This is an optimization exercise on Yosys and OpenROAD, whose aim is small area and a short achievable clock period, not a production implementation.
At most, simulation tests tie the RTL to the original design; equivalence was not proved.

JK:
## singleCycle
module singleCycle(input clk, input reset, input [15:0] instr, output [15:0] pc, output [15:0] Result);
Size: roughly 1200 cells after synthesis, ~140 flip-flops, roughly 50 I/O pins, roughly 0.012 sq mm of cells after synthesis.
clock: 20.0 ns
lec_check: 0
cap_margin: 20
core_margin: 2
core_utilization: 40
slew_margin: 20
run.sh (not shown) runs the stock make flow with config.mk's settings and CLKGATE_MAP_FILE= SYNTH_SCRIPT=/design/flow/synth_recipe.tcl, a recipe that flattens the netlist after the stock synthesis.
JK: flow completed, timing, DRC and antenna clean
Input-level comparison between MS and JK:
==> flow/flow/run.sh (new file) <==
#!/bin/bash
# Standard ORFS layout (the standard.sh, unchanged synthesis), with repair_timing
# asked to leave a larger setup margin so that it sizes the critical paths harder.
set -euo pipefail
bash standard.sh SETUP_SLACK_MARGIN=9 finish > flow_make.log 2>&1
==> flow/standard.sh (new file) <==
#!/bin/bash
# synth_recipe.tcl (not shown) runs the flow's synth.tcl, then flattens the netlist and writes it again
# the make line also repeats each setting of config.mk as NAME=value (left out here)
make -C /OpenROAD-flow-scripts/flow DESIGN_CONFIG=/design/flow/config.mk WORK_HOME=/design/flow/orfs CLKGATE_MAP_FILE= SYNTH_SCRIPT=/design/flow/synth_recipe.tcl "${@:-finish}"
removed: flow/run.sh
## What came out
- Comparing the two runs side by side, MS comes out behind JK on initial DRC count.
- MS and JK ended up with roughly the same worst hold slack.
- Worst setup path startpoint: instr[7] -> MS, instr[11] -> JK
- As far as area of the die goes, JK and MS are indistinguishable; the numbers are identical.
- Measured against each other, MS and JK differ in proportion of cell area spent on the clock network, the lower figure coming from MS.
For AL, these inputs were changed with respect to MS:
==> flow/flow/run.sh <==
#!/bin/bash
# Standard ORFS layout (the standard.sh, unchanged synthesis) with two changes:
# the port buffers are buf_2 cells instead of the default delay-buffer cell, and
# repair_timing aims for a larger setup margin.
set -euo pipefail
bash standard.sh "BUFFER_PORTS_ARGS=-buffer_cell sky130_fd_sc_hd__buf_2" SETUP_SLACK_MARGIN=5 finish > flow_make.log 2>&1
Results
Cmp MS and AL / headroom to the max-slew limit / lower: MS. AL -> MS: post-synthesis net count delta 0, exact match. The launching element of the worst setup path comes out instr[7] in one run and instr[10] in the other, namely in MS and AL respectively. The lower worst setup slack came out of AL. From MS to AL the numbers moved as follows: number of signal-net buffers in the layout moved down, slew at the pin closest to its max-slew limit dropped 170 ps.
No run of this note included a check of the RTL's function; only the layout flow was run.

* * *

## build 76
Another version of the RTL of singleCycle (not shown whole).
For scale: roughly 140 flip-flops, about 50 I/O pins.
Design singleCycle, start of the top module:
module singleCycle(input clk, input reset, input [15:0] instr, output [15:0] pc, output [15:0] Result);
clock: 20.0 ns
lec_check: 0
cap_margin: 20
core_margin: 2
core_utilization: 40
slew_margin: 20
standard.sh (not shown) runs the stock make flow with config.mk's settings and CLKGATE_MAP_FILE= SYNTH_SCRIPT=/design/flow/synth_recipe.tcl, a recipe that flattens the netlist after the stock synthesis.
==> flow/flow/run.sh <==
#!/bin/bash
# The standard ORFS layout (standard.sh) with these make settings:
#   "BUFFER_PORTS_ARGS=-buffer_cell sky130_fd_sc_hd__buf_2" ADDER_MAP_FILE= SETUP_SLACK_MARGIN=7
# BUFFER_PORTS_ARGS: port buffers are buf_2 cells instead of the default delay-buffer cell.
# ADDER_MAP_FILE= (if set): Yosys keeps adders as plain gates for ABC, which then sees
#   the full timing paths through the multiplier tree (registers are unchanged).
# SETUP_SLACK_MARGIN: repair_timing aims for a larger setup margin.
set -euo pipefail
bash standard.sh "BUFFER_PORTS_ARGS=-buffer_cell sky130_fd_sc_hd__buf_2" ADDER_MAP_FILE= SETUP_SLACK_MARGIN=7 finish > flow_make.log 2>&1
Inputs modified between build 76 and build 57:
==> flow/flow/run.sh <==
#!/bin/bash
# The standard ORFS layout (standard.sh) with these make settings:
#   "BUFFER_PORTS_ARGS=-buffer_cell sky130_fd_sc_hd__buf_2" ADDER_MAP_FILE= SETUP_SLACK_MARGIN=7 CORE_UTILIZATION=60
# BUFFER_PORTS_ARGS: port buffers are buf_2 cells instead of the default delay-buffer cell.
# ADDER_MAP_FILE= (if set): Yosys keeps adders as plain gates for ABC, which then sees
#   the full timing paths through the multiplier tree (registers are unchanged).
# SETUP_SLACK_MARGIN: repair_timing aims for a larger setup margin.
set -euo pipefail
bash standard.sh "BUFFER_PORTS_ARGS=-buffer_cell sky130_fd_sc_hd__buf_2" ADDER_MAP_FILE= SETUP_SLACK_MARGIN=7 CORE_UTILIZATION=60 finish > flow_make.log 2>&1
--- outcome ---
Per the comparison of build 57 with build 76, final-layout worst hold slack now sits at about the same level; cell count went down by 7.3%; post-CTS setup buffer count rose 1. Diff build 76 -> build 57: met1 global-route usage rose by 18 points; maximum clock rate did not really move; via count went up 267.
## Diff of input files: build 88 against build 57
==> flow/flow/run.sh <==
#!/bin/bash
# The standard ORFS layout (standard.sh) with these make settings:
#   "BUFFER_PORTS_ARGS=-buffer_cell sky130_fd_sc_hd__buf_2" ADDER_MAP_FILE= SETUP_SLACK_MARGIN=6 CORE_UTILIZATION=60 "CTS_BUF_LIST=sky130_fd_sc_hd__clkbuf_4 sky130_fd_sc_hd__clkbuf_8"
# BUFFER_PORTS_ARGS: port buffers are buf_2 cells instead of the default delay-buffer cell.
# ADDER_MAP_FILE= (if set): Yosys keeps adders as plain gates for ABC, which then sees
#   the full timing paths through the multiplier tree (registers are unchanged).
# SETUP_SLACK_MARGIN: repair_timing aims for a larger setup margin.
set -euo pipefail
bash standard.sh "BUFFER_PORTS_ARGS=-buffer_cell sky130_fd_sc_hd__buf_2" ADDER_MAP_FILE= SETUP_SLACK_MARGIN=6 CORE_UTILIZATION=60 "CTS_BUF_LIST=sky130_fd_sc_hd__clkbuf_4 sky130_fd_sc_hd__clkbuf_8" finish > flow_make.log 2>&1
[summary]
Against build 57, highest achievable clock rate in build 88 came out worse.
Build 88: data arrival at the endpoint of the critical path higher than build 57
Looking at startpoint of the most critical setup path, the instr[6] result is from build 57; the instr[7] one comes from build 88.
The combined global-route utilization of all metal layers reported for build 88 is smaller than that of build 57 by 1.3 points.
Compared with build 57, the detailed router inserted fewer vias in build 88.
On post-route clock period utilization: between build 57 and build 88, it ends up higher for build 88.
Relative to build 57, number of buffer and inverter instances along the worst setup path has gone down in build 88.
What build 3 does differently from build 88 at the input level:
==> flow/flow/run.sh <==
#!/bin/bash
# The standard ORFS layout (standard.sh) with these make settings:
#   "BUFFER_PORTS_ARGS=-buffer_cell sky130_fd_sc_hd__buf_2" ADDER_MAP_FILE= SETUP_SLACK_MARGIN=7 CORE_UTILIZATION=60 "CTS_BUF_LIST=sky130_fd_sc_hd__clkbuf_4 sky130_fd_sc_hd__clkbuf_8"
# BUFFER_PORTS_ARGS: port buffers are buf_2 cells instead of the default delay-buffer cell.
# ADDER_MAP_FILE= (if set): Yosys keeps adders as plain gates for ABC, which then sees
#   the full timing paths through the multiplier tree (registers are unchanged).
# SETUP_SLACK_MARGIN: repair_timing aims for a larger setup margin.
set -euo pipefail
bash standard.sh "BUFFER_PORTS_ARGS=-buffer_cell sky130_fd_sc_hd__buf_2" ADDER_MAP_FILE= SETUP_SLACK_MARGIN=7 CORE_UTILIZATION=60 "CTS_BUF_LIST=sky130_fd_sc_hd__clkbuf_4 sky130_fd_sc_hd__clkbuf_8" finish > flow_make.log 2>&1
==> run notes <==
- Comparing build 88 with build 3, the routed wirelength normalized by instance count came out essentially unchanged.
- Status: share of final layout cell area taken by clock buffers and inverters parity (build 3, build 88)
- Re arrival time at the worst endpoint: build 3 and build 88 aren't equal, and the higher value belongs to build 88.
- Normalized max-slew margin delta (build 3 − build 88): favourable
- Compared to build 88, build 3 has total non-filler cell area in the finished layout about 4% higher.
- Build 3 ended with less detailed-routing wirelength on met1 than build 88.
- Build 88 → build 3: sequential share of layout area lower; final net count higher.
- Build 3: flow completed, timing, DRC and antenna clean
- Sort build 3 and build 88 by post-layout instance count excluding filler cells desc -> top: build 3

## separate check: timing with driven ports
The results above use ideal ports. As a check the final layouts listed here were re-extracted and re-timed, cells and wires unchanged.
Step 1: set_driving_cell puts a clkbuf_16 on clk and a buf_2 on each other input, an assumption about the parent block.
Step 2 also shifts input and output timing later by t, the mid clock arrival at the registers, as if the neighbouring blocks saw the same clock.
a / b / c = no drivers / after step 1 / after step 2; a / b = the first two.
run	t (ns)	setup slack, ns	clock arrival spread, ns	cell pins on the clock port's net
JK	0.479	3.186 / 3.164 / 3.164	0.014 / 0.014	1
MS	0.467	5.971 / 5.925 / 5.925	0.010 / 0.010	1
AL	0.463	5.279 / 5.245 / 5.245	0.010 / 0.011	1
build 76	0.462	7.216 / 7.194 / 7.194	0.014 / 0.014	1
build 57	0.476	7.180 / 7.155 / 7.155	0.016 / 0.016	1
build 88	0.493	6.391 / 6.366 / 6.366	0.020 / 0.021	1
build 3	0.497	7.157 / 7.132 / 7.132	0.022 / 0.023	1
After both steps setup and hold are still met in every run listed. For MS, which loses most, drivers alone change the setup slack by -0.046 ns; drivers and shift together by -0.046 ns.
